This is an optimization exercise on Yosys and OpenROAD, whose aim is small area and a short achievable clock period, not a production implementation. Where RTL was checked, it was by simulation tests only, not by an equivalence proof against the original. Power is estimated from default activity; no workload was simulated.

Design axis_hdr_insert_top, start of the top module:
module axis_hdr_insert_top (
	input          clk,
	input          rst_n,
	input          valid_in,
	input  [127:0] data_in,
	input  [15:0]  keep_in,
	input          last_in,
	output         ready_in,
	output         valid_out,
	output [127:0] data_out,
	output [15:0]  keep_out,
	output         last_out,
	input          ready_out,
	input          valid_insert,
	input  [127:0] data_insert,
	input  [15:0]  keep_insert,
	input  [3:0]   byte_insert_cnt,
	output         ready_insert
);
axi_stream_insert_header #(
	.DATA_WD      (128),
	.DATA_BYTE_WD (16),
	.BYTE_CNT_WD  (4)
) u_core (
	.clk             (clk),
	.rst_n           (rst_n),
	.valid_in        (valid_in),
	.data_in         (data_in),
	.keep_in         (keep_in),
	.last_in         (last_in),
	.ready_in        (ready_in),
	.valid_out       (valid_out),
	.data_out        (data_out),
	.keep_out        (keep_out),
	.last_out        (last_out),
	.ready_out       (ready_out),
	.valid_insert    (valid_insert),
	.data_insert     (data_insert),
	.keep_insert     (keep_insert),
	.byte_insert_cnt (byte_insert_cnt),
	.ready_insert    (ready_insert)
);
endmodule
Size in the first run: about 2200 cells after synthesis, about 460 flip-flops, about 450 I/O pins.
==> flow/config.mk <==
export PLATFORM = sky130hd
export DESIGN_NAME = axis_hdr_insert_top
export DESIGN_NICKNAME = axis_hdr_insert_top
export VERILOG_FILES = /design/flow/design.v
export SDC_FILE = /design/flow/constraint.sdc
export NUM_CORES = 4
export LEC_CHECK = 0
export CAP_MARGIN = 20
export CORE_MARGIN = 2
export CORE_UTILIZATION = 40
export SETUP_SLACK_MARGIN = 3.9
export SLEW_MARGIN = 20
==> flow/constraint.sdc <==
create_clock -name core_clock -period 7.0 [get_ports {clk}]
set_input_delay 1.4000 -clock core_clock [delete_from_list [all_inputs] [get_ports {clk}]]
set_output_delay 1.4000 -clock core_clock [all_outputs]
set_load 0.01 [all_outputs]
standard.sh (not shown) runs the stock make flow with config.mk's settings and CLKGATE_MAP_FILE= SYNTH_SCRIPT=/design/flow/synth_recipe.tcl, a recipe that flattens the netlist after the stock synthesis.
==> flow/flow/run.sh <==
#!/bin/bash
# Standard ORFS layout (the standard.sh), except that the port buffers that
# global placement inserts on every input and output use a plain buffer cell.
set -euo pipefail
bash standard.sh "BUFFER_PORTS_ARGS=-buffer_cell sky130_fd_sc_hd__buf_2" finish > standard.log 2>&1
The first run finished clean.
Edit:
- SETUP_SLACK_MARGIN: 3.9 -> 4.3
The new run finished clean.
Routed wire length grows by 4.1%.
Total power stays flat.
Critical path depth stays the same.
Count of clock-buffer cells in the layout came out higher by 8.
Cell area increases by 2.4%.
Edit:
- SETUP_SLACK_MARGIN: 4.3 -> 4.9
Result: Synthesized area stays the same; global-route usage increases by 2.9 points; total power grows by 25%; first-iteration DRC count went up by 27%; synthesized cell count is unchanged.
Edit:
- SETUP_SLACK_MARGIN: 4.9 -> not set
=> The new run finished clean; worst setup slack gets worse by 1.3 ns; area after synthesis stays the same; fmax falls by 31%; routed wire length went down by 23%; non-clock buffer count is lower by 322; final cell count decreases by 8.9%; first-iteration DRC count is lower by 23%; power falls by 20%; combinational power goes down by 43%; cell area shrinks by 26%.

* * *

axis_hdr_insert_top, a different RTL version from the one above (not shown whole).
For scale: ~2100 cells after synthesis, about 460 flip-flops, roughly 450 I/O pins, roughly 0.022 mm2 of cells after synthesis.
Settings: LEC_CHECK=0, CAP_MARGIN=20, CORE_MARGIN=2, CORE_UTILIZATION=40, CTS_CLUSTER_DIAMETER=150, CTS_CLUSTER_SIZE=25, SETUP_SLACK_MARGIN=4.4, SLEW_MARGIN=20; clock period 7.0 ns.
==> flow/flow/run.sh <==
#!/bin/bash
# Standard ORFS layout (the standard.sh), except that the port buffers that
# global placement inserts on every input and output use a plain buffer cell.
set -euo pipefail
bash standard.sh "BUFFER_PORTS_ARGS=-buffer_cell sky130_fd_sc_hd__buf_1" finish > standard.log 2>&1
The first run finished with timing, DRC and antenna clean.
Edit:
--- a/flow/flow/run.sh
+++ b/flow/flow/run.sh
@@ -5 +5 @@
-bash standard.sh "BUFFER_PORTS_ARGS=-buffer_cell sky130_fd_sc_hd__buf_1" finish > standard.log 2>&1
+bash standard.sh "BUFFER_PORTS_ARGS=-buffer_cell sky130_fd_sc_hd__buf_2" finish > standard.log 2>&1
- CORE_UTILIZATION: 40 -> 60
- PLACE_DENSITY: default -> 0.72
Result:
- The new run went through all stages and came out clean
- critical path depth shrinks by 1
- core utilization climbs by 24 points
- final cell count drops by 9.0%
- fmax shrinks by 0.68%
- wire length decreases by about 9%
- sequential share of layout area is about the same
- cell area hardly moves
- setup slack degrades by 0.018 ns
- global-route usage increases by 9.7 points
- first-iteration DRC count is higher by 14%
- sequential cell count does not change

* * *

Setup of the baseline:
axis_hdr_insert_top, a different RTL version from the one above (not shown whole).
Size in the first run: roughly 2900 cells after synthesis, roughly 450 I/O pins.
export LEC_CHECK = 0
export CAP_MARGIN = 20
export CORE_MARGIN = 2
export CORE_UTILIZATION = 40
export SLEW_MARGIN = 20
create_clock -name core_clock -period 7.0 [get_ports {clk}]
run.sh (not shown) runs the stock make flow with config.mk's settings and CLKGATE_MAP_FILE= SYNTH_SCRIPT=/design/flow/synth_recipe.tcl, a recipe that flattens the netlist after the stock synthesis.
Stock flow here: none of the scripts above is used.
Edits applied to the flow inputs when going from the baseline to the candidate:
Settings: SETUP_SLACK_MARGIN now 4.3, previously not set.
### Flow results
The baseline reached the end of the flow, and the finished layout is clean on the timing, design-rule and antenna checks.
Every stage of the flow completed for the candidate, and the final layout passed the timing, design-rule and antenna checks.
Between the candidate and the baseline, clock-cell share of area is higher for the baseline, the candidate comes in under that.
On the candidate: via count is about 4% higher than what the baseline gave.
[compare] base=the baseline new=the candidate: sequential power held, data arrival at the endpoint of the critical path went down 0.71 ns.
Looking at power, the candidate sits 120 uW higher than the baseline does.
Changes observed in the candidate relative to the baseline: synthesis-stage register bit count about even; total wirelength of the detailed-routed design higher; final critical-path setup slack grew by 0.69 ns.

* * *

RTL: one of the versions met above, not the one the previous note started from.
Size: ~2100 cells after synthesis, ~460 flip-flops, ~450 I/O pins.
## axis_hdr_insert_top
module axis_hdr_insert_top (
	input          clk,
	input          rst_n,
	input          valid_in,
	input  [127:0] data_in,
	input  [15:0]  keep_in,
	input          last_in,
	output         ready_in,
	output         valid_out,
	output [127:0] data_out,
	output [15:0]  keep_out,
	output         last_out,
	input          ready_out,
	input          valid_insert,
	input  [127:0] data_insert,
	input  [15:0]  keep_insert,
	input  [3:0]   byte_insert_cnt,
	output         ready_insert
);
clock: 7.0 ns
lec_check: 0
cap_margin: 20
core_margin: 2
core_utilization: 40
cts_cluster_diameter: 150
cts_cluster_size: 30
setup_slack_margin: 4.4
slew_margin: 20
standard.sh (not shown) runs the stock make flow with config.mk's settings and CLKGATE_MAP_FILE= SYNTH_SCRIPT=/design/flow/synth_recipe.tcl, a recipe that flattens the netlist after the stock synthesis.
==> flow/flow/run.sh <==
#!/bin/bash
# Standard ORFS layout (the standard.sh), except that the port buffers that
# global placement inserts on every input and output use a plain buffer cell.
set -euo pipefail
bash standard.sh "BUFFER_PORTS_ARGS=-buffer_cell sky130_fd_sc_hd__buf_2" finish > standard.log 2>&1
Next try:
CTS_CLUSTER_DIAMETER = 110   (was 150)
- The new run went through all stages and came out clean
- power decreases slightly
- die area does not change
- setup slack is worse by 0.023 ns
- cell area barely changes
- non-clock buffer count increases by 1
- global-route usage decreases by 0.12 points
- hold slack is worse by 0.017 ns
- final cell count stays flat
Next try:
CTS_CLUSTER_DIAMETER = 150   (was 110)
CTS_CLUSTER_SIZE = 25   (was 30)
The new run finished clean.
Clock skew is lower by 0.011 ns.
Total power is higher slightly.
Wire length is about the same.
Clock power is higher by a little under a tenth.
Next try:
==> flow/flow/run.sh (replaced) <==
#!/bin/bash
# Standard ORFS layout (the standard.sh), except that the port buffers that
# global placement inserts on every input and output use a plain buffer cell.
set -euo pipefail
bash standard.sh "BUFFER_PORTS_ARGS=-buffer_cell sky130_fd_sc_hd__buf_1" finish > standard.log 2>&1
SETUP_SLACK_MARGIN = 4.45   (was 4.4)
Effect: The new run produced a clean layout. Utilization hardly moves. Worst hold slack gets better by 0.011 ns. Worst setup slack stays flat. Total power rises by 0.65%.

* * *

Setup of build 36:
Another version of the RTL of axis_hdr_insert_top (not shown whole).
For scale: roughly 460 flip-flops, roughly 450 I/O pins, roughly 23000 um^2 of cells after synthesis.
Settings: LEC_CHECK=0, CAP_MARGIN=20, CORE_MARGIN=2, CORE_UTILIZATION=40, CTS_BUF_LIST=sky130_fd_sc_hd__clkbuf_4, SETUP_SLACK_MARGIN=4.3, SLEW_MARGIN=20; clock period 7.0 ns.
==> flow/flow/run.sh <==
#!/bin/bash
# Standard ORFS layout (the standard.sh), except that the port buffers that
# global placement inserts on every input and output use a plain buffer cell.
set -euo pipefail
bash standard.sh "BUFFER_PORTS_ARGS=-buffer_cell sky130_fd_sc_hd__buf_2" finish > standard.log 2>&1
diff inputs: build 36 => build 30
Settings: CTS_BUF_LIST: sky130_fd_sc_hd__clkbuf_4 -> sky130_fd_sc_hd__clkbuf_8.
--- outcome ---
- Per the comparison of build 30 with build 36, portion of total power attributed to the clock network went up 2.2 points; wire length lower; post-layout net count down 140.
- Going from build 36 to build 30, clock-buffer cell count saw a decrease; routed length on met3 up 350 um; overall power consumption went down by about 4%; synthesized-area fraction occupied by ao, oa, aoi and oai cells ~0 delta.
- Build 30 reports its worst setup path startpoint as u_core.r_thdr[7]$_DFFE_PP_ while build 36 reports u_core.r_busy$_DFFE_PN0P_.
#### Input delta (build 85 over build 30)
Settings: clearing CTS_BUF_LIST, which used to be sky130_fd_sc_hd__clkbuf_8.
## What came out
Build 30 has a lower total power divided by cell area than build 85. met1 usage was lower in build 85 than in build 30. Re final cell count without fillers: build 85 is about 1.6% down on build 30. Build 85 and build 30 ended up with nearly the same core box area. Build 85 against build 30: total negative slack for setup checks neither gained nor lost much; largest driver fanout on the critical path lost 17. Of build 85 and build 30, the lower number of diodes added for antenna fixing belongs to build 85. When build 85 is set beside build 30, its number of logic stages on the critical path including buffering turns out to be 3 smaller. Diff build 30 -> build 85 | final wirelength | down slightly. Of the two values seen for first element of the critical path, u_core.r_thdr[7]$_DFFE_PP_ was produced by build 30 and u_core.r_thdr[12]$_DFFE_PP_ by build 85. Build 85 falls short of build 30 in final worst-path setup slack. In build 85 relative to build 30, multi-input combinational cell area had gone down slightly.
Function was not checked in any run of this note: the RTL went through the layout flow alone.

==> separate check: timing with driven ports <==
In the flow no input, the clock included, has a driving cell. The finished layouts below were timed again as built, in two steps. Step 1 assumes that a clkbuf_16 drives the clock port and a buf_2 every other input. Step 2 also shifts input and output timing later by t, the mid clock arrival at the registers, as if the neighbouring blocks saw the same clock. a / b / c = ideal ports / drivers / drivers and shift; a / b = the first two.
run | t, ns | setup slack, ns | worst data-port slew with drivers (ns)
the first run of note 1 | 0.646 | 3.953 / 3.953 / 3.431 | 0.06
the second run of note 1 | 0.653 | 4.232 / 4.197 / 3.846 | 0.07
the third run of note 1 | 0.655 | 4.199 / 4.199 / 3.917 | 0.08
the fourth run of note 1 | 0.643 | 2.926 / 2.926 / 2.926 | 0.06
the first run of note 2 | 0.639 | 4.403 / 4.348 / 3.914 | 0.05
the second run of note 2 | 0.623 | 4.386 / 4.366 / 3.908 | 0.04
the baseline | 0.653 | 3.109 / 3.131 / 2.478 | 0.07
the candidate | 0.650 | 3.801 / 3.787 / 3.137 | 0.08
the first run of note 4 | 0.619 | 4.362 / 4.335 / 3.893 | 0.06
the second run of note 4 | 0.616 | 4.339 / 4.339 / 3.847 | 0.06
the third run of note 4 | 0.627 | 4.395 / 4.337 / 3.872 | 0.06
the fourth run of note 4 | 0.634 | 4.392 / 4.335 / 3.916 | 0.04
build 36 | 0.918 | 4.122 / 4.071 / 3.583 | 0.07
build 30 | 0.703 | 4.329 / 4.282 / 3.820 | 0.06
build 85 | 0.642 | 4.319 / 4.299 / 3.820 | 0.06
After both steps every run listed still meets setup and hold. The setup slack of the candidate, which loses most, moves by -0.014 ns with the drivers and by -0.664 ns with both steps.
